Context: an optimization exercise on an open-source flow, tuned for small area. The choices shown serve that exercise and are no tape-out recipe.
The RTL was checked by simulation tests, not by an equivalence proof against the original design.
Power and IR drop assume default switching activity. No driver is modelled on the clock port, so clocking that relies on it looks cheaper here than on a real chip.

==> config.mk <==
export PLATFORM = sky130hd
export DESIGN_NAME = UART_TOP_own
export DESIGN_NICKNAME = UART_TOP_own
export VERILOG_FILES = /design/flow/design.v
export SDC_FILE = /design/flow/constraint.sdc
export NUM_CORES = 4
export LEC_CHECK = 0
export CAP_MARGIN = 20
export CORE_MARGIN = 2
export CORE_UTILIZATION = 65
export SLEW_MARGIN = 20
==> constraint.sdc <==
create_clock -name core_clock -period 8.0 [get_ports {clk}]
set_input_delay 1.6000 -clock core_clock [delete_from_list [all_inputs] [get_ports {clk}]]
set_output_delay 1.6000 -clock core_clock [all_outputs]
set_load 0.01 [all_outputs]
==> design.v <==
module UART_TOP_own (
    input               clk,
    input               rstn,
    input       [3:0]   paddr_i,
    input       [31:0]  pwdata_i,
    input               psel_i,
    input               penable_i,
    input               pwrite_i,
    input               rx_in,
    output reg          tx_out,
    output reg          uart_int_o,
    output reg  [31:0]  prdata_o
);
wire apb_wr = psel_i & penable_i & pwrite_i;
wire apb_rs = psel_i & ~penable_i & ~pwrite_i;       
wire wr_st  = apb_wr & (paddr_i == 4'h7);            
reg  [9:0]  r_tx, r_baud;
reg  [15:0] r_conf, r_delay;         
reg  [3:0]  r_rxtrig, r_txtrig;
reg         wv_tx, wv_baud, wv_conf, wv_rxtrig, wv_txtrig, wv_delay;
reg         wtx;                     
reg  [3:0]  rph;                     
wire        ph = rph[0];
wire        apb_ws = psel_i & pwrite_i;                  
reg  [21:0] pa0, pa1;                
reg  [25:0] pb0, pb1;                
reg  [27:0] pc0, pc1;                
wire        inj_a = apb_ws & (((paddr_i == 4'h0) & ph) | ((paddr_i == 4'h2) & ~ph));
wire        inj_b = apb_ws & (((paddr_i == 4'h3) & ph) | ((paddr_i == 4'h6) & ~ph));
wire        inj_c = apb_ws & (((paddr_i == 4'h4) & ph) | ((paddr_i == 4'h5) & ~ph));
always @(posedge clk) begin
    pa1 <= pa0; pa0 <= inj_a ? pwdata_i[31:10] : pa1;
    pb1 <= pb0; pb0 <= inj_b ? {pwdata_i[31:16], pwdata_i[13:4]} : pb1;
    pc1 <= pc0; pc0 <= inj_c ? pwdata_i[31:4] : pc1;
end
wire [21:0] tx_hi     = ph ? pa1 : pa0;
wire [21:0] baud_hi   = ph ? pa0 : pa1;
wire [25:0] conf_hi   = ph ? pb1 : pb0;
wire [25:0] delay_hi  = ph ? pb0 : pb1;
wire [27:0] rxtrig_hi = ph ? pc1 : pc0;
wire [27:0] txtrig_hi = ph ? pc0 : pc1;
always @(posedge clk) begin
    if (apb_wr) wtx <= (paddr_i == 4'h0);
    if (apb_wr && paddr_i == 4'h0) r_tx[9:0]     <= pwdata_i[9:0];
    if (apb_wr && paddr_i == 4'h2) r_baud[9:0]   <= pwdata_i[9:0];
    if (apb_wr && paddr_i == 4'h3) begin r_conf[15:14] <= pwdata_i[15:14]; r_conf[3:0] <= pwdata_i[3:0]; end
    if (apb_wr && paddr_i == 4'h4) r_rxtrig[3:0] <= pwdata_i[3:0];
    if (apb_wr && paddr_i == 4'h5) r_txtrig[3:0] <= pwdata_i[3:0];
    if (apb_wr && paddr_i == 4'h6) begin r_delay[15:14] <= pwdata_i[15:14]; r_delay[3:0] <= pwdata_i[3:0]; end
end
wire [31:0] v_tx     = {tx_hi, r_tx[9:0]};
wire [31:0] v_baud   = {baud_hi, r_baud[9:0]};
wire [31:0] v_conf   = {conf_hi[25:10], r_conf[15:14], conf_hi[9:0], r_conf[3:0]};
wire [31:0] v_delay  = {delay_hi[25:10], r_delay[15:14], delay_hi[9:0], r_delay[3:0]};
wire [31:0] v_rxtrig = {rxtrig_hi, r_rxtrig[3:0]};
wire [31:0] v_txtrig = {txtrig_hi, r_txtrig[3:0]};
always @(posedge clk or negedge rstn) begin
    if (!rstn) begin
        wv_tx <= 1'b0; wv_baud <= 1'b0; wv_conf <= 1'b0;
        wv_rxtrig <= 1'b0; wv_txtrig <= 1'b0; wv_delay <= 1'b0;
    end else begin
        if (apb_wr && paddr_i == 4'h0) wv_tx     <= 1'b1;
        if (apb_wr && paddr_i == 4'h2) wv_baud   <= 1'b1;
        if (apb_wr && paddr_i == 4'h3) wv_conf   <= 1'b1;
        if (apb_wr && paddr_i == 4'h4) wv_rxtrig <= 1'b1;
        if (apb_wr && paddr_i == 4'h5) wv_txtrig <= 1'b1;
        if (apb_wr && paddr_i == 4'h6) wv_delay  <= 1'b1;
    end
end
wire [31:0] uart_tx     = wv_tx     ? v_tx     : 32'h0;
wire [31:0] uart_baud   = wv_baud   ? v_baud   : 32'hf152;
wire [31:0] uart_conf   = wv_conf   ? v_conf   : 32'h34;
wire [31:0] uart_rxtrig = wv_rxtrig ? v_rxtrig : 32'h1;
wire [31:0] uart_txtrig = wv_txtrig ? v_txtrig : 32'h0;
wire [31:0] uart_delay  = wv_delay  ? v_delay  : 32'h2;
reg         aw1, aw2, aw3;
reg  [9:0]  cv;              
reg  [3:0]  cfs;             
reg  [3:0]  dls;             
reg         rx_frst, tx_frst;
always @(posedge clk or negedge rstn) begin
    if (!rstn) begin
        aw1 <= 1'b0; aw2 <= 1'b0; aw3 <= 1'b0;
        cv  <= 10'd339;
        cfs <= 4'b0100;
        dls <= 4'h2;
        rx_frst <= 1'b0; tx_frst <= 1'b0;
    end else begin
        aw1 <= apb_wr; aw2 <= aw1; aw3 <= aw2;
        if (aw2) cv <= uart_baud[9:0] + 10'd1;
        if (aw3) begin
            cfs <= uart_conf[3:0];
            dls <= uart_delay[3:0];
        end
        rx_frst <= uart_conf[15];
        tx_frst <= uart_conf[14];
    end
end
wire c_check  = cfs[0];
wire c_parity = cfs[1];
wire c_stop   = cfs[2];
wire c_stchk  = cfs[3];
reg  [7:0]  txm [0:15];
reg  [7:0]  rxr [0:15];
reg  [3:0]  rxh;                   
reg         rx_pend;               
reg  [4:0]  tx_fcnt, rx_fcnt;      
reg  [1:0]  tx_op, rx_op;          
wire [4:0]  tx_cnt, rx_cnt;        
reg  [7:0]  tx_dout, rx_dout;
reg         rx_pv;                 
wire        tx_wr_en, tx_rd_en, rx_wr_en, rx_rd_en;
wire [7:0]  rx_din;
localparam OP_NONE = 2'd0, OP_INC = 2'd1, OP_DEC = 2'd2, OP_CLR = 2'd3;
assign tx_cnt = (tx_op == OP_CLR) ? 5'd0 : (tx_op == OP_INC) ? tx_fcnt + 5'd1 :
                (tx_op == OP_DEC) ? tx_fcnt - 5'd1 : tx_fcnt;
assign rx_cnt = (rx_op == OP_CLR) ? 5'd0 : (rx_op == OP_INC) ? rx_fcnt + 5'd1 :
                (rx_op == OP_DEC) ? rx_fcnt - 5'd1 : rx_fcnt;
wire tx_empty = (tx_cnt == 5'd0);
wire tx_full  = tx_cnt[4];
wire rx_empty = (rx_cnt == 5'd0);
wire rx_full  = rx_cnt[4];
wire tx_we = tx_wr_en & ~tx_full  & ~tx_frst;
wire tx_re = tx_rd_en & ~tx_empty & ~tx_frst;
wire rx_we = rx_wr_en & ~rx_full  & ~rx_frst;
wire rx_re = rx_rd_en & ~rx_empty & ~rx_frst;
function [7:0] mux16;
    input [127:0] d;
    input [3:0]   s;
    reg   [31:0]  l;
    integer k;
    begin
        for (k = 0; k < 4; k = k + 1)
            case (s[1:0])
            2'd0: l[k*8 +: 8] = d[(4*k+0)*8 +: 8];
            2'd1: l[k*8 +: 8] = d[(4*k+1)*8 +: 8];
            2'd2: l[k*8 +: 8] = d[(4*k+2)*8 +: 8];
            default: l[k*8 +: 8] = d[(4*k+3)*8 +: 8];
            endcase
        case (s[3:2])
        2'd0: mux16 = l[7:0];
        2'd1: mux16 = l[15:8];
        2'd2: mux16 = l[23:16];
        default: mux16 = l[31:24];
        endcase
    end
endfunction
wire [7:0] tx_q = mux16({txm[15], txm[14], txm[13], txm[12], txm[11], txm[10], txm[9], txm[8],
                         txm[7], txm[6], txm[5], txm[4], txm[3], txm[2], txm[1], txm[0]}, tx_cnt[3:0]);
wire [3:0] rx_hpos = rxh + rph;                   
wire [3:0] rx_ipos = rxh + rx_cnt[3:0] + rph;      
wire       rx_inj  = rx_pend & (rx_ipos[2:0] == 3'd0);
wire       rx_byp  = rx_pend & (rx_cnt == 5'd1);   
wire [7:0] rx_q = rx_byp ? rx_din :
                  mux16({rxr[15], rxr[14], rxr[13], rxr[12], rxr[11], rxr[10], rxr[9], rxr[8],
                         rxr[7], rxr[6], rxr[5], rxr[4], rxr[3], rxr[2], rxr[1], rxr[0]}, rx_hpos);
integer i;
always @(posedge clk) begin
    if (tx_we) begin
        txm[1] <= uart_tx[7:0];
        for (i = 2; i < 16; i = i + 1) txm[i] <= txm[i-1];
        txm[0] <= txm[15];
    end
    if (rx_re) rx_dout <= rx_q;
    for (i = 1; i < 16; i = i + 1) rxr[i] <= rxr[i-1];
    rxr[0] <= (rx_inj && !rx_ipos[3]) ? rx_din : rxr[15];
    rxr[8] <= (rx_inj &&  rx_ipos[3]) ? rx_din : rxr[7];
    rph <= rph + 4'd1;
    if (rx_re) rxh <= rxh + 4'd1;
end
always @(posedge clk or negedge rstn) begin
    if (!rstn) begin
        tx_op <= OP_NONE; rx_op <= OP_NONE;
        tx_fcnt <= 5'd0; rx_fcnt <= 5'd0;
        tx_dout <= 8'd0; rx_pv <= 1'b0; rx_pend <= 1'b0;
    end else begin
        tx_fcnt <= tx_cnt;
        rx_fcnt <= rx_cnt;
        tx_op <= tx_frst ? OP_CLR : (tx_we & ~tx_re) ? OP_INC : (tx_re & ~tx_we) ? OP_DEC : OP_NONE;
        rx_op <= rx_frst ? OP_CLR : (rx_we & ~rx_re) ? OP_INC : (rx_re & ~rx_we) ? OP_DEC : OP_NONE;
        if (tx_re) tx_dout <= tx_q;
        if (rx_re) rx_pv <= 1'b1;
        if (rx_we) rx_pend <= 1'b1;
        else if (rx_inj || rx_frst || (rx_re && rx_byp)) rx_pend <= 1'b0;
    end
end
reg  [13:0] cnt_rx, cnt_tx;
reg         tx_bps_en;
wire        rx_bps_en;
wire        cv_nz   = |cv;
wire        rx_wrap = cv_nz & (cnt_rx[13:4] >= cv);
wire        tx_wrap = cv_nz & (cnt_tx[13:4] >= cv);
always @(posedge clk or negedge rstn) begin
    if (!rstn) begin
        cnt_rx <= 14'd0;
        cnt_tx <= 14'd0;
    end else begin
        if (rx_bps_en && !rx_wrap) cnt_rx <= cnt_rx + 14'd1;
        else cnt_rx <= 14'd0;
        if (tx_bps_en && !tx_wrap) cnt_tx <= cnt_tx + 14'd1;
        else cnt_tx <= 14'd0;
    end
end
wire rx_tick = (cnt_rx == {1'b0, cv, 3'b0});
wire tx_tick = (cnt_tx == {1'b0, cv, 3'b0});
localparam T_IDLE = 3'b000, T_IRQ = 3'b001, T_START = 3'b011, T_DATA = 3'b010,
           T_CHECK = 3'b110, T_STOP = 3'b111, T_DELAY = 3'b101;
reg  [2:0]  ts, tn;
reg  [3:0]  tc;
assign tx_rd_en = (ts == T_IDLE) & (tc == 4'd3);
always @(*) begin
    case (ts)
    T_IDLE:  tn = (tc == 4'd5) ? T_IRQ : T_IDLE;
    T_IRQ:   tn = tx_tick ? T_START : T_IRQ;
    T_START: tn = tx_tick ? T_DATA : T_START;
    T_DATA:  tn = (!tc[3] || !tx_tick) ? T_DATA : (c_check ? T_CHECK : T_STOP);
    T_CHECK: tn = tx_tick ? (c_stop ? T_STOP : T_DELAY) : T_CHECK;
    T_STOP:  tn = tx_tick ? T_DELAY : T_STOP;
    T_DELAY: tn = (tc < dls) ? T_DELAY : T_IDLE;
    default: tn = T_IDLE;
    endcase
end
always @(posedge clk or negedge rstn) begin
    if (!rstn) begin
        ts <= T_IDLE;
        tc <= 4'd8;
        tx_bps_en <= 1'b0;
        tx_out <= 1'b1;
    end else begin
        ts <= tn;
        if (tn != ts) begin
            tc <= (tn == T_DATA || tn == T_DELAY) ? 4'd1 : 4'd0;
        end else if (ts == T_IDLE) begin
            if (tc[3]) tc <= 4'd0;
            else if (!(tc == 4'd2 && tx_empty)) tc <= tc + 4'd1;
        end else if ((ts == T_DATA || ts == T_DELAY) && tx_tick) begin
            tc <= tc + 4'd1;
        end
        if (tn == T_IRQ) tx_bps_en <= 1'b1;
        if (tx_tick) begin
            case (tn)
            T_START: tx_out <= 1'b0;
            T_DATA:  tx_out <= tx_dout[tc[2:0]];
            T_CHECK: tx_out <= c_parity ? ^tx_dout : ~^tx_dout;
            T_STOP:  tx_out <= 1'b1;
            T_DELAY: tx_out <= 1'b1;
            default: ;
            endcase
        end
    end
end
localparam R_IDLE = 3'b000, R_START = 3'b001, R_DATA = 3'b010, R_CHECK = 3'b011,
           R_STOP = 3'b110, R_SEND = 3'b111, R_PERR = 3'b100, R_SERR = 3'b101;
reg  [2:0]  rs, rn;
reg  [3:0]  rc;
reg  [7:0]  data_rx;
reg         rx_in_d1, rx_in_d2;
reg  [3:0]  uart_status;
wire        neg_rx_in = ~rx_in_d1 & rx_in_d2;
wire        r_err     = (rs == R_PERR) | (rs == R_SERR);
wire        r_errbit  = (rs == R_PERR) ? uart_status[2] : uart_status[3];
wire        par_bad   = c_parity ? (^data_rx == rx_in) : (^data_rx == !rx_in);
assign rx_bps_en = (rs != R_IDLE) & ~r_err;
assign rx_wr_en  = (rs == R_SEND) & (rc == 4'd3);
assign rx_din    = data_rx;
always @(*) begin
    case (rs)
    R_IDLE:  rn = neg_rx_in ? R_START : R_IDLE;
    R_START: rn = rc[0] ? R_DATA : ((rx_tick && rx_in) ? R_IDLE : R_START);
    R_DATA:  rn = (!rc[3] || !rx_tick) ? R_DATA :
                  (c_check ? (par_bad ? R_PERR : R_CHECK) : (rx_in ? R_STOP : R_SERR));
    R_CHECK: rn = rx_tick ? (c_stchk ? (rx_in ? R_STOP : R_SERR) : R_SEND) : R_CHECK;
    R_STOP:  rn = rx_tick ? R_SEND : R_STOP;
    R_SEND:  rn = (rc == 4'd5) ? R_IDLE : R_SEND;
    default: rn = (rc == 4'd7) ? R_IDLE : rs;       
    endcase
end
always @(posedge clk) begin
    if (rn == R_DATA && rx_tick) data_rx <= {rx_in, data_rx[7:1]};
end
always @(posedge clk or negedge rstn) begin
    if (!rstn) begin
        rs <= R_IDLE;
        rc <= 4'd0;
        rx_in_d1 <= 1'b0;
        rx_in_d2 <= 1'b0;
    end else begin
        rx_in_d1 <= rx_in;
        rx_in_d2 <= rx_in_d1;
        rs <= rn;
        if (rn != rs) begin
            rc <= {3'b0, rx_tick & ((rn == R_DATA) | ((rn == R_START) & ~rx_in))};
        end else begin
            case (rs)
            R_START: if (rx_tick) rc[0] <= 1'b1;
            R_DATA:  if (rx_tick) rc <= rc + 4'd1;
            R_SEND:  if (!(rc == 4'd2 && rx_full)) rc <= rc + 4'd1;
            R_PERR, R_SERR: begin
                if (rc == 4'd2) rc <= wr_st ? 4'd8 : 4'd3;
                else if (rc == 4'd3) begin
                    if (!r_errbit) rc <= 4'd4;
                end else if (rc != 4'd8) rc <= rc + 4'd1;
            end
            default: ;
            endcase
        end
    end
end
reg  [4:0]  rx_stat, tx_stat;        
reg         rx_fifo_rd_en;
reg         rx_state_int, tx_state_int;
assign rx_rd_en = rx_fifo_rd_en;
wire [4:0] rx_lvl = rx_state_int ? rx_fcnt : rx_fcnt + 5'd1;
wire [4:0] tx_lvl = tx_state_int ? tx_fcnt : tx_fcnt - 5'd1;
wire       rx_hit = (rx_lvl == {1'b0, uart_rxtrig[3:0]});
wire       tx_hit = (tx_lvl == {1'b0, uart_txtrig[3:0]});
assign tx_wr_en = aw2 & wtx;         
always @(posedge clk or negedge rstn) begin
    if (!rstn) begin
        rx_stat <= 5'd0; tx_stat <= 5'd0;
        rx_fifo_rd_en <= 1'b0;
        uart_status <= 4'd0;
        rx_state_int <= 1'b0; tx_state_int <= 1'b0;
        uart_int_o <= 1'b0;
    end else begin
        rx_stat <= rx_fcnt;
        tx_stat <= tx_fcnt;
        rx_fifo_rd_en <= apb_rs & ~rx_fifo_rd_en &
                         ((paddr_i == 4'h1) | ((paddr_i == 4'h7) & uart_status[1] & ~rx_empty));
        if (rs == R_SERR && rc == 4'd2) uart_status[3] <= 1'b1;
        if (rs == R_PERR && rc == 4'd2) uart_status[2] <= 1'b1;
        if (!rx_state_int) begin
            rx_state_int <= rx_hit;
        end else if (rx_hit) begin
            uart_status[1] <= 1'b1;
            rx_state_int <= 1'b0;
        end
        if (!tx_state_int) begin
            tx_state_int <= tx_hit;
        end else if (tx_hit) begin
            uart_status[0] <= 1'b1;
            tx_state_int <= 1'b0;
        end
        if (wr_st)
            uart_status <= uart_status & ~pwdata_i[3:0];
        uart_int_o <= |uart_status;
    end
end
reg [4:0] cap;
always @(posedge clk)
    cap <= paddr_i[3] ? (paddr_i[0] ? tx_stat : rx_stat) : {1'b0, uart_status};
wire        a_0 = (paddr_i == 4'h0), a_1 = (paddr_i == 4'h1), a_2 = (paddr_i == 4'h2),
            a_3 = (paddr_i == 4'h3), a_4 = (paddr_i == 4'h4), a_5 = (paddr_i == 4'h5),
            a_6 = (paddr_i == 4'h6), a_c = paddr_i[3] | (paddr_i == 4'h7);
wire sa0 = (a_0 & wv_tx & ~ph)     | (a_2 & wv_baud & ph);
wire sa1 = (a_0 & wv_tx & ph)      | (a_2 & wv_baud & ~ph);
wire sb0 = (a_3 & wv_conf & ~ph)   | (a_6 & wv_delay & ph);
wire sb1 = (a_3 & wv_conf & ph)    | (a_6 & wv_delay & ~ph);
wire sc0 = (a_4 & wv_rxtrig & ~ph) | (a_5 & wv_txtrig & ph);
wire sc1 = (a_4 & wv_rxtrig & ph)  | (a_5 & wv_txtrig & ~ph);
always @(*) begin
    prdata_o = ({32{a_0 & wv_tx}}     & {22'b0, r_tx})
             | ({32{a_2 & wv_baud}}   & {22'b0, r_baud})   | ({32{a_2 & ~wv_baud}}   & 32'hf152)
             | ({32{a_3 & wv_conf}}   & {16'b0, r_conf[15:14], 10'b0, r_conf[3:0]})
             | ({32{a_3 & ~wv_conf}}  & 32'h34)
             | ({32{a_4 & wv_rxtrig}} & {28'b0, r_rxtrig}) | ({32{a_4 & ~wv_rxtrig}} & 32'h1)
             | ({32{a_5 & wv_txtrig}} & {28'b0, r_txtrig})
             | ({32{a_6 & wv_delay}}  & {16'b0, r_delay[15:14], 10'b0, r_delay[3:0]})
             | ({32{a_6 & ~wv_delay}} & 32'h2)
             | {({22{sa0}} & pa0) | ({22{sa1}} & pa1), 10'b0}
             | {({16{sb0}} & pb0[25:10]) | ({16{sb1}} & pb1[25:10]), 2'b0,
                ({10{sb0}} & pb0[9:0]) | ({10{sb1}} & pb1[9:0]), 4'b0}
             | {({28{sc0}} & pc0) | ({28{sc1}} & pc1), 4'b0}
             | {24'b0, {8{a_1 & rx_pv}} & rx_dout}
             | {27'b0, {5{a_c}} & cap};
end
endmodule
==> flow/run.sh <==
#!/bin/bash
# Layout flow: the standard flow (standard.sh, with its synthesis unchanged)
# with these changes:
#  - after the floorplan, OpenROAD's restructure re-maps the combinational
#    logic for area (registers are not touched), using a copy of the liberty
#    file without the platform's don't-use cells;
#  - 1x buffers on the ports;
#  - an area-oriented clock tree (larger sink clusters, no dummy loads).
# Each tool's output goes to a log of its own in this folder; ORFS writes each
# step's own log under orfs/logs.
set -euo pipefail
HERE=$(pwd)
FLOWDIR=$(cd "$(dirname "$0")" && pwd)
export BUFFER_PORTS_ARGS="-buffer_cell sky130_fd_sc_hd__buf_1"
export CTS_ARGS="-sink_clustering_enable -repair_clock_nets -sink_clustering_size 32 -sink_clustering_max_diameter 140 -dont_use_dummy_load"

bash standard.sh floorplan > flow_floorplan.log 2>&1

python3 "$FLOWDIR/libfilter.py" "$FLOW_HOME/platforms/sky130hd/lib/sky130_fd_sc_hd__tt_025C_1v80.lib" \
  "$HERE/restructure.lib" 'sky130_fd_sc_hd__lpflow_*' 'sky130_fd_sc_hd__probe*' > libfilter.log 2>&1
mkdir -p "$HERE/restructure"
RES="$HERE/orfs/results/sky130hd/UART_TOP_own/base" LIB="$HERE/restructure.lib" WD="$HERE/restructure" \
  openroad -no_init -exit "$FLOWDIR/restructure.tcl" > restructure.log 2>&1

bash standard.sh finish > flow_finish.log 2>&1
==> flow/libfilter.py <==
#!/usr/bin/env python3
"""Copy a liberty file without the cells whose names match the given patterns
(the platform's don't-use cells), for the area restructuring step."""
import fnmatch
import re
import sys

src, dst = sys.argv[1], sys.argv[2]
pats = sys.argv[3:]
cell_re = re.compile(r'^\s*cell\s*\(\s*"?([A-Za-z0-9_]+)"?\s*\)\s*\{')
out = []
skip = 0
depth = 0
with open(src) as f:
    for line in f:
        if skip:
            depth += line.count('{') - line.count('}')
            if depth <= 0:
                skip = 0
            continue
        m = cell_re.match(line)
        if m and any(fnmatch.fnmatch(m.group(1), p) for p in pats):
            depth = line.count('{') - line.count('}')
            skip = 1 if depth > 0 else 0
            continue
        out.append(line)
with open(dst, 'w') as f:
    f.writelines(out)
==> flow/restructure.tcl <==
# Re-map the combinational logic of the floorplanned netlist for area with
# OpenROAD's restructure (ABC). Registers are not touched. Reads and rewrites
# 2_floorplan.odb in the ORFS results folder given by RES; LIB is the liberty
# file for ABC (the platform's, without its don't-use cells); WD a scratch folder.
set res $::env(RES)
set plat $::env(FLOW_HOME)/platforms/sky130hd
read_liberty $plat/lib/sky130_fd_sc_hd__tt_025C_1v80.lib
read_db $res/2_floorplan.odb
read_sdc $res/2_floorplan.sdc
source $plat/setRC.tcl
report_design_area
report_worst_slack -max
restructure -target area -liberty_file $::env(LIB) \
  -tielo_port sky130_fd_sc_hd__conb_1/LO -tiehi_port sky130_fd_sc_hd__conb_1/HI \
  -work_dir $::env(WD)
report_design_area
report_worst_slack -max
write_db $res/2_floorplan.odb
==> standard.sh <==
#!/bin/bash
# synth_recipe.tcl (not shown) runs the flow's synth.tcl, then flattens the netlist and writes it again
# the make line also repeats each setting of config.mk as NAME=value (left out here)
make -C /OpenROAD-flow-scripts/flow DESIGN_CONFIG=/design/flow/config.mk WORK_HOME=/design/flow/orfs CLKGATE_MAP_FILE= SYNTH_SCRIPT=/design/flow/synth_recipe.tcl "${@:-finish}"
==> out/qor_table.md, run 1 <==
| Item | This run |
|---|---|
| Outcome | no timing/DRC/antenna violations |
| Top library cells by usage in the layout, fill and taps aside | 289 x sky130_fd_sc_hd__dfxtp_1, 254 x sky130_fd_sc_hd__clkinv_1, 189 x sky130_fd_sc_hd__edfxtp_1, 113 x sky130_fd_sc_hd__nor2_1, 108 x sky130_fd_sc_hd__dfrtp_1 |
| Mean Syn Cell Area | 12.3 µm² |
| Power density cells | 236 nW/µm² |
| Final period utilization | 83.8% |
| Starting utilization of the core area | 66.3% |
| Number of enable flip-flop cells after synthesis | 189 |
| Register clock-pin slew on the reported worst setup and hold paths | 110 ps |
| Post-CTS setup buffers | 0 |
| Gate Count Post-Synth | 1929 |
| Clock tree from TritonCTS | done |
| DR pass1 iterations | 10 |
| Die H | 195 µm |
| Die X | 195 µm |
| CP Buf/Inv Count | 6 |
| Share of cells above drive strength 1 | 3.86% |
| Count of hold-fix buffers inserted at cts | 0 |
| Total nets after synthesis | 2021 |
| Max transition margin | 34.1% |
| Most frequent standard cell in the layout excluding fill and tap cells | sky130_fd_sc_hd__dfxtp_1 |
| Reported max-cap violation count | 0 |
| Detailed Place HPWL | 35600 µm |
| Number of clock sinks | 595 |
| Count of pins over their slew limit | 0 |
| Sequential cell area | 14400 µm² |
| Wire length of the first global-routing pass | 85100 µm |
| Vias | 16000 |
| Distinct cell type count of the synthesized netlist | 79 |
| Top flip-flop cell by instance count after synthesis | sky130_fd_sc_hd__dfxtp_1 |
| Average wire per cell in the routed design | 22.2 µm |
| Shortest clock period the worst path allows after layout | 6710 ps |
| Classification of the worst setup path | input port to output pin |
| Stage delay of the slowest cell on the critical path | 900 ps |
| Maximum resistive drop on vdd | 198 µV |
| Clock Skews | 33.3 ps |
| Maximum fanout along the worst path | 22 |
| Core footprint | 35700 µm² |
| Placed Area | 23300 µm² |
| # setup viols final | 0 |
| Kind of cell with the highest combined delay on the critical path | buffers and inverters |
| Ordered list of cells on the worst path | buf_1 > clkinv_1 > nor3_1 > buf_4 > clkinv_1 > nor2_1 > o22ai_1 > clkinv_1 > a22o_1 > a221oi_1 > o221ai_1 > buf_1 |
| Area taken by multi-input logic gates | 6910 µm² |
| Final WL | 53300 µm |
| Mapped cell area | 23700 µm² |
| Vias per Instance | 6.64 |
| Worst Tran Pin Value | 983 ps |
| Total overflow reported by the global router | 0 |
| Most common cell on crit path | sky130_fd_sc_hd__clkinv_1 |
| Remaining antenna violation count after routing | 0 |
| Maximum achievable frequency | 149 MHz |
| Final instance area | 23900 µm² |
| Sequential cell area fraction in the yosys report | 60.8% |
| Final layout net count | 1986 |
| Antenna violations before repair | 1 |
| Global placer's final weighted congestion | 0.918 |
| Largest net degree at the start of global routing | 69 |
| Port-buffer cells | 75 |
| Kind of capture point of the worst setup path | output pin |
| Top-level I/O count | 76 |
| Maximum buffer depth of the clock tree | 3 |
| Pleak | 8.10 nW |
| DRC violation total after the first TritonRoute iteration | 1686 |
| Class of the most critical hold timing path | flip-flop to flip-flop |
| Via count of the first global-routing pass | 15400 |
| Ys async rst share | 19.7% |
| Number of design rule violations left after detail routing | 0 |
| Die ar. | 38000 µm² |
| Standard-cell rows | 69 |
| Signed area change from the synthesized netlist to the final layout | 0.893% |
| Clk Latency, worst-skew pair | 570 ps |
| Register bit total from synthesis | 595 |
| Global Route Usage Sum | 27.8% |
| Total of warnings raised by yosys | 3 |
| Startpoint types | input port |
| Filler instances | 2747 |
| Number of clock buffers inserted by TritonCTS | 22 |
| Quantity of gates resized following cts | 0 |
| Slowest cell on the critical path | sky130_fd_sc_hd__clkinv_1 |
| Final total negative setup slack | 0 ps |
| WP data arrival | 5110 ps |
| Total count of hold-check failures in the final report | 0 |
| Unrepaired setup endpoints after global routing | false |
| Clock Root Buffer | sky130_fd_sc_hd__clkbuf_16 |
| H-tree depth reported by CTS | 1 |
| CP required | 6400 ps |
routing by layer:
layer	GRT usage, %	up-vias	wire length, µm
li1	-	7481	-
met1	40.1	7794	23800
met2	43.6	600	24400
met3	4.32	93	3480
met4	8.79	0	1640
met5	0	-	0
area by class of cell:
type | instances | area share (%)
Sequential cell | 595 | 60.3
Multi-Input combinational cell | 966 | 28.9
Inverter | 254 | 3.99
Antenna cell | 1 | 0.0105
Tap cell | 461 | 2.41
Clock buffer | 22 | 2.30
Timing Repair Buffer | 105 | 2.14
registers in the layout (all words and copies together), names as in the netlist, 8 cells and up:
signal and flops:
rxr 128, txm 128, pc0 28, pc1 28
pb0 26, pb1 26, pa0 22, pa1 22
cnt_rx 14, cnt_tx 14, cv 10, r_baud 10
r_tx 10, data_rx 8, rx_dout 8, tx_dout 8
cell families (layout without fill, tap and decap cells):
logic type,after synthesis,count (layout),synth area share (%)
other cells,0,1,0
mux,160,0,9.59
xor+xnor,97,4,3.68
compound gates,280,683,8.51
buf+inv,154,381,2.59
simple gates,593,279,12.0
fa+ha+maj,50,0,2.80
flops,595,595,60.8
cells in the mapped netlist, drive strengths merged, types with 4 or more instances:
master,n,area (µm²)
a21o,12,90.1
a21oi,47,246
a221oi,10,93.8
a222oi,12,120
a22o,7,61.3
a22oi,61,458
a311oi,18,158
a31oi,12,75.1
a32oi,4,35.0
and2,22,138
and3,27,169
buf,32,155
clkbuf,61,229
dfrtp,108,2700
dfstp,9,236
dfxtp,289,5790
edfxtp,189,5680
fa,5,100
ha,45,563
inv,59,221
mux2,106,1190
mux2i,11,110
mux4,43,968
nand2,217,817
nand2b,12,75.1
nand3,129,646
nand3b,8,60.1
nand4,22,138
nand4b,5,43.8
nor2,82,310
nor2b,11,68.8
nor3,19,95.1
nor3b,9,72.6
nor4,12,81.3
o2111ai,4,35.0
o211ai,4,30.0
o21a,4,30.0
o21ai,41,209
o22a,4,35.0
o22ai,5,31.3
o31ai,13,97.6
or2,7,43.8
xnor2,61,542
xor2,35,307
worst paths after layout:
path	from	slack, ps	end	cells past startpoint
hold / removal	rxr[14][2]	320	rxr[15][2]	0
setup reg to reg	rph[0]	3720	rx_dout[2]	11
hold reg to reg	rxr[14][2]	320	rxr[15][2]	0
min in group asynchronous	rstn	1150	tx_dout[3]	1
max in group asynchronous	rstn	5550	rx_fifo_rd_en	2
setup / recovery	paddr_i[0]	1290	prdata_o[27]	12
metrics by stage:
| step | total power [mW] | hold WS, ps | setup WS, ps | utilization, % | cells |
|---|---|---|---|---|---|
| global route | 5.88 | 323 | 1120 | 66.9 | 2403 |
| CTS | 5.65 | 316 | 1380 | 66.8 | 2403 |
| detailed placement | 4.34 | 336 | 1440 | 65.3 | 2381 |
| finish | 5.63 | 319 | 1290 | 66.9 | 2404 |
| floorplan | 4.92 | 326 | 499 | - | 1929 |
| global placement | 4.32 | 333 | 1510 | 65.3 | 2381 |
power breakdown:
part | switching, mW | total (mW) | internal, mW
logic | 0.542 | 0.848 | 0.306
registers | 0.169 | 3.44 | 3.27
clock network | 0.843 | 1.34 | 0.499
worst reg2reg max path, stage by stage, from the launching register on:
cell	delay [ps]
sky130_fd_sc_hd__dfxtp_1	700
sky130_fd_sc_hd__clkinv_1	600
sky130_fd_sc_hd__nor2_1	390
sky130_fd_sc_hd__clkinv_1	210
sky130_fd_sc_hd__a21oi_4	170
sky130_fd_sc_hd__buf_4	560
sky130_fd_sc_hd__clkinv_1	150
sky130_fd_sc_hd__buf_4	360
sky130_fd_sc_hd__o221a_1	340
sky130_fd_sc_hd__nor3_1	190
sky130_fd_sc_hd__o22a_1	240
sky130_fd_sc_hd__o22ai_1	120
==> run 2, diff against run 1 <==
--- a/flow/run.sh
+++ b/flow/run.sh
@@ -14,3 +14,3 @@
 export BUFFER_PORTS_ARGS="-buffer_cell sky130_fd_sc_hd__buf_1"
-export CTS_ARGS="-sink_clustering_enable -repair_clock_nets -sink_clustering_size 32 -sink_clustering_max_diameter 140 -dont_use_dummy_load"
+export CTS_ARGS="-sink_clustering_enable -repair_clock_nets -sink_clustering_size 28 -sink_clustering_max_diameter 120 -dont_use_dummy_load"
 
==> run 2 against run 1 <==
Against the previous run:
- critical path depth unchanged
- still clean
- core utilization rose by 0.20 points
- synthesized area unchanged
- first-iteration DRC count decreased by 0.71%
- highest routed layer unchanged
- largest cell class unchanged
- critical path type unchanged
- sequential power barely moved
- total power is 1.6% higher
- setup slack got worse by 72 ps
- largest power group unchanged
- cell area is 0.30% higher
- maximum frequency decreased by 1.1%
==> out/qor_table.md, run 2 <==
| Item | This run |
|---|---|
| Top library cells by usage in the layout, fill and taps aside | 289 x sky130_fd_sc_hd__dfxtp_1, 254 x sky130_fd_sc_hd__clkinv_1, 189 x sky130_fd_sc_hd__edfxtp_1, 113 x sky130_fd_sc_hd__nor2_1, 108 x sky130_fd_sc_hd__dfrtp_1 |
| Power density cells | 239 nW/µm² |
| Worst Tran Pin Value | 962 ps |
| Clock tree from TritonCTS | done |
| Reg2reg path depth | 11 |
| Clock Skews | 48.0 ps |
| Reported max-cap violation count | 0 |
| Internal Pwr Total | 4.14 mW |
| Signed area change from the synthesized netlist to the final layout | 1.20% |
| Slowest cell on the critical path | sky130_fd_sc_hd__clkinv_1 |
| Detailed Place HPWL | 35600 µm |
| Reg power frac | 60.2% |
| Global Route Usage Sum | 28.0% |
| Final period utilization | 84.7% |
| Total of warnings raised by yosys | 3 |
| Total count of hold-check failures in the final report | 0 |
| Final layout net count | 1989 |
| CP required | 6400 ps |
| DRC violation total after the first TritonRoute iteration | 1674 |
| Maximum achievable frequency | 148 MHz |
| Port-buffer cells | 75 |
| Startpoint types | input port |
| WP data arrival | 5180 ps |
| Number of design rule violations left after detail routing | 0 |
| Number of enable flip-flop cells after synthesis | 189 |
| Ordered list of cells on the worst path | buf_1 > clkinv_1 > nor3_1 > buf_4 > clkinv_1 > nor2_1 > o22ai_1 > clkinv_1 > a22o_1 > a221oi_1 > o221ai_1 > buf_1 |
| Maximum resistive drop on vdd | 196 µV |
| Kind of capture point of the worst setup path | output pin |
| Clk network pwr share | 25.0% |
| Count of hold-fix buffers inserted at cts | 0 |
| Total overflow reported by the global router | 0 |
| Number of clock buffers inserted by TritonCTS | 25 |
| DR pass1 iterations | 7 |
| Top flip-flop cell by instance count after synthesis | sky130_fd_sc_hd__dfxtp_1 |
| Kind of cell with the highest combined delay on the critical path | buffers and inverters |
| Die X | 195 µm |
| Remaining antenna violation count after routing | 0 |
| Unrepaired setup endpoints after global routing | false |
| Register clock-pin slew on the reported worst setup and hold paths | 100 ps |
| Total nets after synthesis | 2021 |
| Number of cells on the worst hold path | 0 |
| Post-CTS setup buffers | 0 |
| Max transition margin | 35.5% |
| Standard-cell rows | 69 |
| Final total negative setup slack | 0 ps |
| Distinct cell type count of the synthesized netlist | 79 |
| Gate Count Post-Synth | 1929 |
| Top cell types by occurrence after synthesis | 289 x sky130_fd_sc_hd__dfxtp_1, 216 x sky130_fd_sc_hd__nand2_1, 189 x sky130_fd_sc_hd__edfxtp_1 |
| Die ar. | 38000 µm² |
| Fraction of power consumed by combinational cells | 14.8% |
| Hold worst-path end | rxr[5][2] |
| CP Buf/Inv Count | 6 |
| Worst Slack Setup Final | 1220 ps |
| Placed Area | 23300 µm² |
| Shortest clock period the worst path allows after layout | 6780 ps |
| Average wire per cell in the routed design | 22.3 µm |
| # setup viols final | 0 |
| Vias | 16000 |
| Net switching power figure | 1.58 mW |
| Final WL | 53700 µm |
| Most frequent standard cell in the layout excluding fill and tap cells | sky130_fd_sc_hd__dfxtp_1 |
| Clock Root Buffer | sky130_fd_sc_hd__clkbuf_16 |
| R2R Setup Slk | 3740 ps |
| Ys async rst share | 19.7% |
| H-tree depth reported by CTS | 1 |
| Most frequent cell after synthesis | sky130_fd_sc_hd__dfxtp_1 |
| Quantity of gates resized following cts | 0 |
| Worst hold start | rxr[4][2] |
| Mean Syn Cell Area | 12.3 µm² |
| Biggest registers after layout | rxr: 128 flops, txm: 128 flops |
| Reg-to-reg endpoint | rx_dout[2] |
| Overall Power | 5.72 mW |
| Setup Slack @ Placement | 1440 ps |
| Leading area contributor after synthesis | sky130_fd_sc_hd__dfxtp_1 |
| Die H | 195 µm |
| Share of cells above drive strength 1 | 4.01% |
| Count of pins over their slew limit | 0 |
| Class of the most critical hold timing path | flip-flop to flip-flop |
| Global placer's final weighted congestion | 0.918 |
| Mapped cell area | 23700 µm² |
| Largest net degree at the start of global routing | 69 |
| Register bit total from synthesis | 595 |
| Filler instances | 2729 |
| Ant diodes | 0 |
| Switching Share | 27.6% |
| Startpoint of the worst register-to-register path | rph[0] |
| Core footprint | 35700 µm² |
| Sequential cell area fraction in the yosys report | 60.8% |
| Number of clock sinks | 595 |
| Vias per Instance | 6.65 |
| Maximum fanout along the worst path | 22 |
| Via count of the first global-routing pass | 15400 |
| Most common cell on crit path | sky130_fd_sc_hd__clkinv_1 |
| Wire length of the first global-routing pass | 85500 µm |
| Leading post-synthesis cells by cell area | sky130_fd_sc_hd__dfxtp_1 24%, sky130_fd_sc_hd__edfxtp_1 24%, sky130_fd_sc_hd__dfrtp_1 11% |
| Synth top area share | 24.4% |
| Clk Latency, worst-skew pair | 580 ps |
| Final instance area | 24000 µm² |
| Stage delay of the slowest cell on the critical path | 920 ps |
| Classification of the worst setup path | input port to output pin |
| Outcome | no timing/DRC/antenna violations |
| Top-level I/O count | 76 |
| Maximum buffer depth of the clock tree | 3 |
| Share of the core filled with cells | 67.1% |
| Starting utilization of the core area | 66.3% |
| Pleak | 8.14 nW |
| Antenna violations before repair | 1 |
run 2: cell counts after synthesis:
No cell type changed its count.
run 2: metal layers:
layer	share of wire, %	vias up	GRT usage [%]
li1	-	7476	-
met1	45	7828	40.2
met4	3.0	0	8.17
met5	0	-	0
met2	46	607	44.3
met3	6.2	100	4.42
run 2: worst max path at each step:
stage          startpoint           end  cells after the start  slack [ps]
6_report       paddr_i[0]  prdata_o[27]                     12        1220
5_1_grt        paddr_i[0]   prdata_o[6]                     11        1130
4_1_cts        paddr_i[0]  prdata_o[30]                     12        1420
3_5_place_dp   paddr_i[0]  prdata_o[30]                     12        1440
3_3_place_gp   paddr_i[0]  prdata_o[30]                     12        1510
2_1_floorplan  tx_fcnt[1]     txm[0][0]                      9         500
run 2: cell type report:
type	count	area, µm²	area share (%)
clock buffer	25	626	2.61
inverter	254	953	3.98
multi-input combinational	966	6910	28.8
sequential	595	14400	60.1
tap	461	577	2.41
timing repair buffer	105	510	2.13
run 2: power by group through the flow:
stage	Sequential (mW)	Clock, mW	Combinational (mW)
CTS	3.44	1.46	0.841
global route	3.46	1.56	0.939
finish	3.44	1.43	0.849
global placement	3.50	0	0.820
detailed placement	3.50	0	0.836
floorplan	3.70	0	1.22
run 2: metrics by stage:
stage | cells | hold slack, ps
after floorplan | 1929 | 326
after global placement | 2381 | 333
after detailed placement | 2381 | 336
after CTS | 2406 | 293
after global routing | 2406 | 301
final | 2406 | 293
run 2: logic make-up (layout without fill, tap and decap cells):
logic type                 count (synthesis)  count (layout)  share of synthesized area (%)
DFF                                      595             595                           60.8
and+or+nand+nor                          593             279                           12.0
AOI/OAI and AO/OA                        280             683                           8.51
muxes                                    160               0                           9.59
buffers and inverters                    154             384                           2.59
xor gates and xnor gates                  97               4                           3.68
adders and majority gates                 50               0                           2.80
==> run 3, diff against run 2 <==
--- a/design.v
+++ b/design.v
@@ -80,2 +80,6 @@
 reg         rx_frst, tx_frst;
+always @(posedge clk) begin
+    rx_frst <= uart_conf[15];
+    tx_frst <= uart_conf[14];
+end
 always @(posedge clk or negedge rstn) begin
@@ -86,3 +90,2 @@
         dls <= 4'h2;
-        rx_frst <= 1'b0; tx_frst <= 1'b0;
     end else begin
@@ -94,4 +97,2 @@
         end
-        rx_frst <= uart_conf[15];
-        tx_frst <= uart_conf[14];
     end
@@ -192,12 +193,7 @@
 wire        tx_wrap = cv_nz & (cnt_tx[13:4] >= cv);
-always @(posedge clk or negedge rstn) begin
-    if (!rstn) begin
-        cnt_rx <= 14'd0;
-        cnt_tx <= 14'd0;
-    end else begin
-        if (rx_bps_en && !rx_wrap) cnt_rx <= cnt_rx + 14'd1;
-        else cnt_rx <= 14'd0;
-        if (tx_bps_en && !tx_wrap) cnt_tx <= cnt_tx + 14'd1;
-        else cnt_tx <= 14'd0;
-    end
+always @(posedge clk) begin
+    if (rx_bps_en && !rx_wrap) cnt_rx <= cnt_rx + 14'd1;
+    else cnt_rx <= 14'd0;
+    if (tx_bps_en && !tx_wrap) cnt_tx <= cnt_tx + 14'd1;
+    else cnt_tx <= 14'd0;
 end
==> run 3 against run 2 <==
Against the previous run:
- still clean on timing, DRC and antenna
- sequential share of layout area shrank 0.36 points
- clock power is essentially flat
- combinational power grew 9.9%
- critical endpoint is now prdata_o[25]
- highest routed layer is now met5
==> out/qor_table.md, run 3 <==
| Item | This run |
|---|---|
| Gate Count Post-Synth | 1892 |
| DR pass1 iterations | 9 |
| Mean Syn Cell Area | 12.5 µm² |
| Quantity of gates resized following cts | 0 |
| Register clock-pin slew on the reported worst setup and hold paths | 100 ps |
| Remaining antenna violation count after routing | 0 |
| Share of synthesized cell area in and, or, nand and nor gates | 11.3% |
| Total nets after synthesis | 1984 |
| Signed area change from the synthesized netlist to the final layout | 1.08% |
| Starting utilization of the core area | 66.2% |
| Core footprint | 35700 µm² |
| DRC violation total after the first TritonRoute iteration | 1575 |
| Via count of the first global-routing pass | 15800 |
| Kind of capture point of the worst setup path | output pin |
| Clock Root Buffer | sky130_fd_sc_hd__clkbuf_16 |
| Outcome | no timing/DRC/antenna violations |
| Maximum buffer depth of the clock tree | 3 |
| Classification of the worst setup path | input port to output pin |
| Number of clock buffers inserted by TritonCTS | 25 |
| Clk Latency, worst-skew pair | 590 ps |
| Top cell types by occurrence after synthesis | 319 x sky130_fd_sc_hd__dfxtp_1, 203 x sky130_fd_sc_hd__nand2_1, 189 x sky130_fd_sc_hd__edfxtp_1 |
| Net switching power figure | 1.64 mW |
| Top library cells by usage in the layout, fill and taps aside | 319 x sky130_fd_sc_hd__dfxtp_1, 259 x sky130_fd_sc_hd__clkinv_1, 189 x sky130_fd_sc_hd__edfxtp_1, 107 x sky130_fd_sc_hd__o22ai_1, 103 x sky130_fd_sc_hd__nor2_1 |
| Number of clock sinks | 595 |
| Final WL | 54600 µm |
| Count of pins over their slew limit | 0 |
| Reported max-cap violation count | 0 |
| Total count of hold-check failures in the final report | 0 |
| Adder-cell share of the synthesized area | 2.81% |
| Unrepaired setup endpoints after global routing | false |
| Clock Skews | 53.4 ps |
| Die H | 195 µm |
| Ys async rst share | 14.6% |
| Fraction of synthesized area in multiplexers | 11.1% |
| Largest family of logic cells by synthesized area | simple AND/OR/NAND/NOR gates |
| Global Route Usage Sum | 28.6% |
| Port-buffer cells | 75 |
| Reg power frac | 59.5% |
| Die X | 195 µm |
| Switching Share | 28.2% |
| Antenna violations before repair | 1 |
| # setup viols final | 0 |
| Wire length of the first global-routing pass | 87000 µm |
| Pleak | 8.01 nW |
| Startpoint types | input port |
| Maximum fanout along the worst path | 21 |
| Setup Slack @ Placement | 1200 ps |
| Fraction of the mapped netlist area in compound gates | 8.35% |
| Final instance area | 23900 µm² |
| Area taken by multi-input logic gates | 6940 µm² |
| Biggest registers after layout | rxr: 128 flops, txm: 128 flops |
| Worst Slack Setup Final | 1030 ps |
| Vias | 16200 |
| Class of the most critical hold timing path | flip-flop to flip-flop |
| Fraction of power consumed by combinational cells | 16.0% |
| Shortest clock period the worst path allows after layout | 6970 ps |
| Number of enable flip-flop cells after synthesis | 189 |
| Sequential cell area fraction in the yosys report | 60.4% |
| Total of warnings raised by yosys | 3 |
| Mapped cell area | 23600 µm² |
| Top flip-flop cell by instance count after synthesis | sky130_fd_sc_hd__dfxtp_1 |
| Leading post-synthesis cells by cell area | sky130_fd_sc_hd__dfxtp_1 27%, sky130_fd_sc_hd__edfxtp_1 24%, sky130_fd_sc_hd__dfrtp_1 8.3% |
| Final hold slack | 295 ps |
| Power density cells | 244 nW/µm² |
| Average wire per cell in the routed design | 22.7 µm |
| Worst Tran Pin Value | 1110 ps |
| Register bit total from synthesis | 595 |
| Sequential cell area | 14200 µm² |
| Synth top area share | 27.0% |
| Filler instances | 2711 |
| Maximum achievable frequency | 143 MHz |
| Placed Area | 23200 µm² |
| Final layout net count | 1992 |
| Distinct cell type count of the synthesized netlist | 89 |
| Most frequent standard cell in the layout excluding fill and tap cells | sky130_fd_sc_hd__dfxtp_1 |
| Most frequent cell after synthesis | sky130_fd_sc_hd__dfxtp_1 |
| Vias per Instance | 6.71 |
| CP required | 6400 ps |
| Final period utilization | 87.1% |
| Total overflow reported by the global router | 0 |
| Maximum resistive drop on vdd | 160 µV |
| WP data arrival | 5370 ps |
| Clk network pwr share | 24.5% |
| Overall Power | 5.82 mW |
| Share of cells above drive strength 1 | 3.95% |
| XOR/XNOR share of the synthesized area | 3.57% |
| Clock tree from TritonCTS | done |
| Post-CTS setup buffers | 0 |
| Leading area contributor after synthesis | sky130_fd_sc_hd__dfxtp_1 |
| Global placer's final weighted congestion | 0.931 |
| Max transition margin | 25.4% |
| Internal Pwr Total | 4.18 mW |
| Largest net degree at the start of global routing | 82 |
| Top-level I/O count | 76 |
| Standard-cell rows | 69 |
| Count of hold-fix buffers inserted at cts | 0 |
| Detailed Place HPWL | 36300 µm |
| Die ar. | 37900 µm² |
| Number of design rule violations left after detail routing | 0 |
| Final total negative setup slack | 0 ps |
| H-tree depth reported by CTS | 1 |
## run 3: changes by cell type in the layout (fill, tap and decap cells not counted), sizes merged, moves of 4 or more
cell     delta
nor2       -11
a22oi       +5
a2111oi     +4
clkinv      +5
o22ai       +4
nor3        +6
xnor2       +6
a21oi       +4
o21ai       -5
dfrtp      -30
dfxtp      +30
a211oi      +5
o2bb2ai     -7
## run 3: critical path: stages
cell	delay, ps
sky130_fd_sc_hd__buf_1	450
sky130_fd_sc_hd__clkinv_1	490
sky130_fd_sc_hd__nor4_1	1040
sky130_fd_sc_hd__o22a_1	910
sky130_fd_sc_hd__buf_4	310
sky130_fd_sc_hd__a22o_1	150
sky130_fd_sc_hd__a221oi_1	50
sky130_fd_sc_hd__o221ai_1	160
sky130_fd_sc_hd__buf_1	200
## run 3: final timing paths
path	start	to	slack (ps)	cells after the start
worst max-delay path	paddr_i[0]	prdata_o[25]	1030	9
worst min-delay path	rxr[6][3]	rxr[7][3]	290	0
worst max register to register	rph[0]	rxr[0][3]	3000	12
worst min register to register	rxr[6][3]	rxr[7][3]	290	0
max in group asynchronous	rstn	ts[1]	5870	2
min in group asynchronous	rstn	rc[1]	880	1
## run 3: metal layers
layer,part of all wire [%],up-vias,global-route usage (%)
met1,44,7927,41.1
li1,-,7513,-
met5,0.020,-,0
met4,3.2,2,8.83
met3,6.3,95,3.89
met2,46,635,45.5
## run 3: cell type report
cell class,count,area share (%)
Clock buffer,25,2.62
Timing Repair Buffer,103,2.08
Antenna cell,1,0.0105
Tap cell,461,2.42
Sequential cell,595,59.7
Multi-Input combinational cell,966,29.1
Inverter,259,4.07
## run 3: cells by family (layout without fill, tap and decap cells)
kind of cell	after synthesis	count (layout)
other	0	1
buffers and inverters	146	387
flip-flops	595	595
XOR/XNOR	93	9
AO/OA/AOI/OAI	281	687
multiplexers	184	0
AND/OR/NAND/NOR	543	270
adder cells (fa/ha/maj)	50	0
## run 3: power groups by stage
stage                     registers, mW  logic (mW)  clock network (mW)
final                              3.46       0.933                1.43
after global routing               3.48        1.02                1.55
after CTS                          3.46       0.924                1.46
after detailed placement           3.52       0.916                   0
after global placement             3.52       0.895                   0
after floorplan                    3.76        1.43                   0
## run 3: through the flow
step,instances,util (%)
after floorplan,1892,-
after global placement,2384,65.1
after detailed placement,2384,65.1
after CTS,2409,66.9
after global routing,2409,66.9
final,2410,66.9
==> run 4, diff against run 3 <==
--- a/flow/run.sh
+++ b/flow/run.sh
@@ -14,3 +14,3 @@
 export BUFFER_PORTS_ARGS="-buffer_cell sky130_fd_sc_hd__buf_1"
-export CTS_ARGS="-sink_clustering_enable -repair_clock_nets -sink_clustering_size 28 -sink_clustering_max_diameter 120 -dont_use_dummy_load"
+export CTS_ARGS="-sink_clustering_enable -repair_clock_nets -sink_clustering_size 32 -sink_clustering_max_diameter 140 -dont_use_dummy_load"
 
--- a/config.mk
+++ b/config.mk
@@ -10,2 +10,3 @@
 export CORE_UTILIZATION = 65
+export GPL_TIMING_DRIVEN = 0
 export SLEW_MARGIN = 20
==> run 4 against run 3 <==
Against the previous run:
- critical endpoint is now prdata_o[13]
- flip-flop and latch count is the same
- non-clock buffer count grew 18
- maximum frequency shrank 3.0%
- sequential power is essentially flat
- sequential share of layout area shrank 0.94 points
- clock power shrank 6%
- core utilization grew 1.1 points
- cell area grew 1.6%
==> out/qor_table.md, run 4 <==
| Item | This run |
|---|---|
| Outcome | no timing/DRC/antenna violations |
| Quantity of gates resized following cts | 0 |
| Sequential cell area fraction in the yosys report | 60.4% |
| Share of the core filled with cells | 68.0% |
| Via count of the first global-routing pass | 15600 |
| Standard-cell rows | 69 |
| Global placer's final weighted congestion | 0.914 |
| Vias per Instance | 6.64 |
| Count of pins over their slew limit | 0 |
| Power density cells | 237 nW/µm² |
| Number of clock buffers inserted by TritonCTS | 22 |
| Hold worst-path end | rxr[5][1] |
| Global Route Usage Sum | 28.0% |
| Biggest registers after layout | rxr: 128 flops, txm: 128 flops |
| Total of warnings raised by yosys | 3 |
| Die X | 195 µm |
| Non-Filler Instances | 2426 |
| H-tree depth reported by CTS | 1 |
| Startpoint of the worst register-to-register path | tx_fcnt[0] |
| Largest net degree at the start of global routing | 47 |
| Detailed Place HPWL | 37000 µm |
| Clk Latency, worst-skew pair | 560 ps |
| Top-level I/O count | 76 |
| Total nets after synthesis | 1984 |
| Die H | 195 µm |
| Kind of capture point of the worst setup path | output pin |
| Register clock-pin slew on the reported worst setup and hold paths | 110 ps |
| # setup viols final | 0 |
| Class of the most critical hold timing path | flip-flop to flip-flop |
| Worst Tran Pin Value | 1100 ps |
| Average wire per cell in the routed design | 22.1 µm |
| DR pass1 iterations | 8 |
| Max transition margin | 26.6% |
| Classification of the worst setup path | input port to output pin |
| Leading area contributor after synthesis | sky130_fd_sc_hd__dfxtp_1 |
| WP data arrival | 5580 ps |
| Port-buffer cells | 75 |
| Worst Slack Setup Final | 815 ps |
| Die ar. | 37900 µm² |
| Number of cells on the worst hold path | 0 |
| Unrepaired setup endpoints after global routing | false |
| Reg-to-reg endpoint | txm[12][1] |
| Final layout net count | 2007 |
| Clock Skews | 38.2 ps |
| Total count of hold-check failures in the final report | 0 |
| Top library cells by usage in the layout, fill and taps aside | 319 x sky130_fd_sc_hd__dfxtp_1, 256 x sky130_fd_sc_hd__clkinv_1, 189 x sky130_fd_sc_hd__edfxtp_1, 105 x sky130_fd_sc_hd__o22ai_1, 103 x sky130_fd_sc_hd__nor2_1 |
| Maximum fanout along the worst path | 22 |
| Top flip-flop cell by instance count after synthesis | sky130_fd_sc_hd__dfxtp_1 |
| Register bit total from synthesis | 595 |
| Final hold slack | 310 ps |
| Worst hold start | rxr[4][1] |
| Top cell types by occurrence after synthesis | 319 x sky130_fd_sc_hd__dfxtp_1, 203 x sky130_fd_sc_hd__nand2_1, 189 x sky130_fd_sc_hd__edfxtp_1 |
| CP required | 6400 ps |
| Maximum resistive drop on vdd | 192 µV |
| Total overflow reported by the global router | 0 |
| Most frequent standard cell in the layout excluding fill and tap cells | sky130_fd_sc_hd__dfxtp_1 |
| Startpoint types | input port |
| Placed insts | 2402 |
| Final period utilization | 89.8% |
| Signed area change from the synthesized netlist to the final layout | 2.69% |
| Number of design rule violations left after detail routing | 0 |
| Ys async rst share | 14.6% |
| Number of clock sinks | 595 |
| Leading post-synthesis cells by cell area | sky130_fd_sc_hd__dfxtp_1 27%, sky130_fd_sc_hd__edfxtp_1 24%, sky130_fd_sc_hd__dfrtp_1 8.3% |
| Pleak | 8.19 nW |
| Mean Syn Cell Area | 12.5 µm² |
| Most frequent cell after synthesis | sky130_fd_sc_hd__dfxtp_1 |
| Reg2reg path depth | 15 |
| Count of hold-fix buffers inserted at cts | 0 |
| Starting utilization of the core area | 66.2% |
| Final WL | 53700 µm |
| Core footprint | 35700 µm² |
| Shortest clock period the worst path allows after layout | 7180 ps |
| Antenna violations before repair | 2 |
| DRC violation total after the first TritonRoute iteration | 1400 |
| R2R Setup Slk | 3190 ps |
| Number of enable flip-flop cells after synthesis | 189 |
| Mapped cell area | 23600 µm² |
| Post-CTS setup buffers | 0 |
| Wire length of the first global-routing pass | 85900 µm |
| Setup Slack @ Placement | 1000 ps |
| Synth top area share | 27.0% |
| Clock Root Buffer | sky130_fd_sc_hd__clkbuf_16 |
| Share of cells above drive strength 1 | 5.35% |
| Maximum buffer depth of the clock tree | 3 |
| Gate Count Post-Synth | 1892 |
| Clock tree from TritonCTS | done |
| Distinct cell type count of the synthesized netlist | 89 |
| Maximum achievable frequency | 139 MHz |
| Reported max-cap violation count | 0 |
| Vias | 16100 |
| Remaining antenna violation count after routing | 0 |
[run 4: cell counts after synthesis]
No cell type changed its count.
[run 4: cells by family after synthesis]
family / synth area share, %
fa+ha+maj: 2.81
simple gates: 11.3
xor+xnor: 3.57
mux: 11.1
flops: 60.4
buf+inv: 2.51
compound gates: 8.35
[run 4: area by class of cell]
class                      instances  area, µm²
clock buffer                      22        551
fill                            2700      11400
sequential                       595      14200
antenna                            2       5.00
tap                              461        577
multi-input combinational        966       7040
inverter                         259        976
timing repair buffer             120        847
buffer                             1       3.75
[run 4: critical path: stages]
cell and delay [ps]:
sky130_fd_sc_hd__buf_1 420, sky130_fd_sc_hd__clkinv_1 370, sky130_fd_sc_hd__nor3_2 720, sky130_fd_sc_hd__clkinv_1 230, sky130_fd_sc_hd__nor2_1 640, sky130_fd_sc_hd__o22a_1 950, sky130_fd_sc_hd__a222oi_1 270, sky130_fd_sc_hd__o2111ai_1 170
sky130_fd_sc_hd__buf_1 180
[run 4: report_power, final]
group          internal (mW)  switching (mW)
combinational          0.361           0.579
clock                  0.500           0.839
sequential              3.27           0.185
total                   4.13            1.60
[run 4: per-layer routing]
metal	vias to the layer above	GRT usage [%]	wire (µm)
met5	-	0	0
met4	0	7.95	1430
met3	86	3.26	3160
met2	565	45.3	25300
met1	7907	40.2	23800
li1	7553	-	-
[run 4: worst max-delay path by stage]
stage          startpoint            to  slack (ps)  cells after the start
6_report       paddr_i[1]  prdata_o[13]         820                      9
5_1_grt        paddr_i[0]  prdata_o[23]         480                      9
4_1_cts        paddr_i[1]  prdata_o[13]         940                      9
3_5_place_dp   paddr_i[0]  prdata_o[28]        1000                      9
3_3_place_gp   tx_fcnt[0]      tx_op[0]      -13210                      9
2_1_floorplan  tx_fcnt[0]      tx_op[1]        1000                      8
[run 4: per-stage QoR]
stage	instance area [µm²]	total power, mW	setup TNS (ps)
2_1_floorplan	23600	5.20	0
3_3_place_gp	22900	4.41	-1781280
3_5_place_dp	23700	4.44	0
4_1_cts	24200	5.76	0
5_1_grt	24200	5.99	0
6_report	24200	5.74	0
==> run 5, diff against run 4 <==
--- a/config.mk
+++ b/config.mk
@@ -10,3 +10,2 @@
 export CORE_UTILIZATION = 65
-export GPL_TIMING_DRIVEN = 0
 export SLEW_MARGIN = 20
==> run 5 against run 4 <==
Against the previous run:
- core utilization down 1.3 points
- cell area is 1.9% lower
- count of clock-buffer cells in the layout did not move
- critical path depth unchanged
- sequential share of layout area increased by 1.1 points
- total power up 0.24%
- still clean on timing, DRC and antenna
- non-clock buffer count down 18
==> out/qor_table.md, run 5 <==
| Item | This run |
|---|---|
| Outcome | no timing/DRC/antenna violations |
| Maximum buffer depth of the clock tree | 3 |
| Power density cells | 242 nW/µm² |
| Classification of the worst setup path | input port to output pin |
| Post-CTS setup buffers | 0 |
| DR pass1 iterations | 9 |
| Ys async rst share | 14.6% |
| Final period utilization | 87.0% |
| WP data arrival | 5360 ps |
| # setup viols final | 0 |
| Slowest cell on the critical path | sky130_fd_sc_hd__nor4_1 |
| Final layout net count | 1989 |
| Worst hold start | rxr[8][1] |
| Most frequent standard cell in the layout excluding fill and tap cells | sky130_fd_sc_hd__dfxtp_1 |
| Startpoint types | input port |
| Detailed Place HPWL | 36300 µm |
| Synth top area share | 27.0% |
| Wire length of the first global-routing pass | 86800 µm |
| Standard-cell rows | 69 |
| Gate Count Post-Synth | 1892 |
| Kind of capture point of the worst setup path | output pin |
| Remaining antenna violation count after routing | 0 |
| Average wire per cell in the routed design | 22.7 µm |
| Overall Power | 5.75 mW |
| Die ar. | 37900 µm² |
| Port-buffer cells | 75 |
| Number of clock sinks | 595 |
| DRC violation total after the first TritonRoute iteration | 1538 |
| Filler instances | 2707 |
| Top flip-flop cell by instance count after synthesis | sky130_fd_sc_hd__dfxtp_1 |
| CP required | 6400 ps |
| Die H | 195 µm |
| Total nets after synthesis | 1984 |
| Share of the core filled with cells | 66.7% |
| Clock Skews | 43.8 ps |
| Top cell types by occurrence after synthesis | 319 x sky130_fd_sc_hd__dfxtp_1, 203 x sky130_fd_sc_hd__nand2_1, 189 x sky130_fd_sc_hd__edfxtp_1 |
| Ordered list of cells on the worst path | buf_1 > clkinv_1 > nor4_1 > o22a_1 > buf_4 > a22o_1 > a221oi_1 > o221ai_1 > buf_1 |
| Leading area contributor after synthesis | sky130_fd_sc_hd__dfxtp_1 |
| Maximum resistive drop on vdd | 189 µV |
| Class of the most critical hold timing path | flip-flop to flip-flop |
| CP Buf/Inv Count | 4 |
| Vias per Instance | 6.73 |
| Reported max-cap violation count | 0 |
| Core footprint | 35700 µm² |
| Number of design rule violations left after detail routing | 0 |
| Mean Syn Cell Area | 12.5 µm² |
| Most frequent cell after synthesis | sky130_fd_sc_hd__dfxtp_1 |
| Largest net degree at the start of global routing | 82 |
| Startpoint of the worst register-to-register path | rph[0] |
| Via count of the first global-routing pass | 15900 |
| Stage delay of the slowest cell on the critical path | 1040 ps |
| Maximum fanout along the worst path | 21 |
| Pleak | 7.98 nW |
| Cell depth of the worst setup path | 9 |
| Top-level I/O count | 76 |
| Die X | 195 µm |
| Total count of hold-check failures in the final report | 0 |
| Count of hold-fix buffers inserted at cts | 0 |
| Startpoint of the worst setup timing path | paddr_i[0] |
| Clk Latency, worst-skew pair | 580 ps |
| Global placer's final weighted congestion | 0.931 |
| Unrepaired setup endpoints after global routing | false |
| H-tree depth reported by CTS | 1 |
| Sequential cell area fraction in the yosys report | 60.4% |
| Mapped cell area | 23600 µm² |
| Final total negative setup slack | 0 ps |
| Number of enable flip-flop cells after synthesis | 189 |
| Kind of cell with the highest combined delay on the critical path | buffers and inverters |
| Max transition margin | 25.5% |
| Leading post-synthesis cells by cell area | sky130_fd_sc_hd__dfxtp_1 27%, sky130_fd_sc_hd__edfxtp_1 24%, sky130_fd_sc_hd__dfrtp_1 8.3% |
| Distinct cell type count of the synthesized netlist | 89 |
| Quantity of gates resized following cts | 0 |
| Maximum achievable frequency | 144 MHz |
| Number of cells on the worst hold path | 0 |
| Final hold slack | 310 ps |
| Worst Tran Pin Value | 1110 ps |
| Clock tree from TritonCTS | done |
| Share of cells above drive strength 1 | 3.80% |
| Number of clock buffers inserted by TritonCTS | 22 |
| Top library cells by usage in the layout, fill and taps aside | 319 x sky130_fd_sc_hd__dfxtp_1, 259 x sky130_fd_sc_hd__clkinv_1, 189 x sky130_fd_sc_hd__edfxtp_1, 107 x sky130_fd_sc_hd__o22ai_1, 103 x sky130_fd_sc_hd__nor2_1 |
| Shortest clock period the worst path allows after layout | 6960 ps |
| Total of warnings raised by yosys | 3 |
| Signed area change from the synthesized netlist to the final layout | 0.758% |
| Most common cell on crit path | sky130_fd_sc_hd__buf_1 |
| Register bit total from synthesis | 595 |
| Final WL | 54600 µm |
| Clock Root Buffer | sky130_fd_sc_hd__clkbuf_16 |
| Total overflow reported by the global router | 0 |
| Count of pins over their slew limit | 0 |
| Global Route Usage Sum | 28.4% |
| Register clock-pin slew on the reported worst setup and hold paths | 110 ps |
| Reg2reg path depth | 12 |
| Vias | 16200 |
| Starting utilization of the core area | 66.2% |
| Biggest registers after layout | rxr: 128 flops, txm: 128 flops |
| Antenna violations before repair | 1 |
## run 5: layer usage
metal | wire (µm) | track usage, % | vias to the layer above
li1 | - | - | 7516
met1 | 24100 | 40.5 | 7966
met2 | 25100 | 45.4 | 603
met3 | 3750 | 4.11 | 105
met4 | 1620 | 8.80 | 2
met5 | 11 | 0 | -
## run 5: cell families (layout without fill, tap and decap cells)
group / Yosys count / after routing / synth area share (%)
flops: 595 / 595 / 60.4
simple gates: 543 / 270 / 11.3
compound gates: 281 / 687 / 8.35
mux: 184 / 0 / 11.1
buf+inv: 146 / 384 / 2.51
xor+xnor: 93 / 9 / 3.57
fa+ha+maj: 50 / 0 / 2.81
other cells: 0 / 1 / 0
## run 5: final timing paths
| check | endpoint | slack [ps] |
|---|---|---|
| max in group asynchronous | rx_pv | 5860 |
| max | prdata_o[25] | 1040 |
| min in group asynchronous | rx_in_d1 | 880 |
| max reg2reg | rxr[0][4] | 3030 |
| min reg2reg | rxr[9][1] | 310 |
| min | rxr[9][1] | 310 |
## run 5: power breakdown
part	internal, mW	switching, mW
Combinational	0.347	0.587
Sequential	3.27	0.188
Clock	0.499	0.856
## run 5: cell type report
cell class                 instances  area, µm²  area share, %
sequential                       595      14200           59.9
multi-input combinational        966       6940           29.2
inverter                         259        972           4.09
tap                              461        577           2.42
clock buffer                      22        551           2.31
timing repair buffer             103        495           2.08
antenna                            1       2.50         0.0105
## run 5: stage by stage
stage	setup WS [ps]	instances	instance area (µm²)
finish	1040	2407	23800
detailed placement	1200	2384	23200
global placement	1350	2384	23200
floorplan	999	1892	23600
global route	870	2406	23800
CTS	1180	2406	23800
## run 5: worst reg2reg max path, cell delays in order, from the launching register on
cell	delay (ps)
sky130_fd_sc_hd__dfxtp_1	780
sky130_fd_sc_hd__clkinv_1	680
sky130_fd_sc_hd__nor2_1	380
sky130_fd_sc_hd__clkinv_1	210
sky130_fd_sc_hd__o21ai_2	100
sky130_fd_sc_hd__buf_4	390
sky130_fd_sc_hd__clkinv_1	680
sky130_fd_sc_hd__buf_4	450
sky130_fd_sc_hd__a22oi_1	170
sky130_fd_sc_hd__nor4_1	70
sky130_fd_sc_hd__o31a_1	130
sky130_fd_sc_hd__nand2b_1	580
sky130_fd_sc_hd__o2bb2ai_1	200

## re-timing with driven ports
The flow's constraints put no driver on any port. The routed layouts listed below were extracted and timed again, unchanged, in two steps. Step 1, drivers: a clkbuf_16 drives clk and a buf_2 each remaining input, both assumed. Step 2 also shifts input and output timing later by t, the mid clock arrival at the registers, as if the neighbouring blocks saw the same clock. Three values: no drivers, after step 1, after step 2; two values: the first two.
| run | t, ns | slack for setup (ns) | hold WS [ns] | slew at the worst register clock pin (ns) | worst slew at a driven data input, ns |
|---|---|---|---|---|---|
| run 1 | 0.615 | 1.292 / 1.254 / 1.254 | 0.319 / 0.319 / 0.319 | 0.12 / 0.12 | 0.06 |
| run 2 | 0.621 | 1.220 / 1.182 / 1.182 | 0.293 / 0.293 / 0.293 | 0.12 / 0.12 | 0.06 |
| run 3 | 0.619 | 1.030 / 0.978 / 0.978 | 0.295 / 0.295 / 0.295 | 0.12 / 0.12 | 0.07 |
| run 4 | 0.603 | 0.815 / 0.745 / 0.745 | 0.310 / 0.310 / 0.310 | 0.12 / 0.12 | 0.08 |
| run 5 | 0.618 | 1.036 / 0.984 / 0.984 | 0.310 / 0.310 / 0.310 | 0.12 / 0.12 | 0.07 |
After both steps setup and hold are still met in every run listed. The setup slack of run 4, which loses most, moves by -0.070 ns with the drivers and by -0.070 ns with both steps.
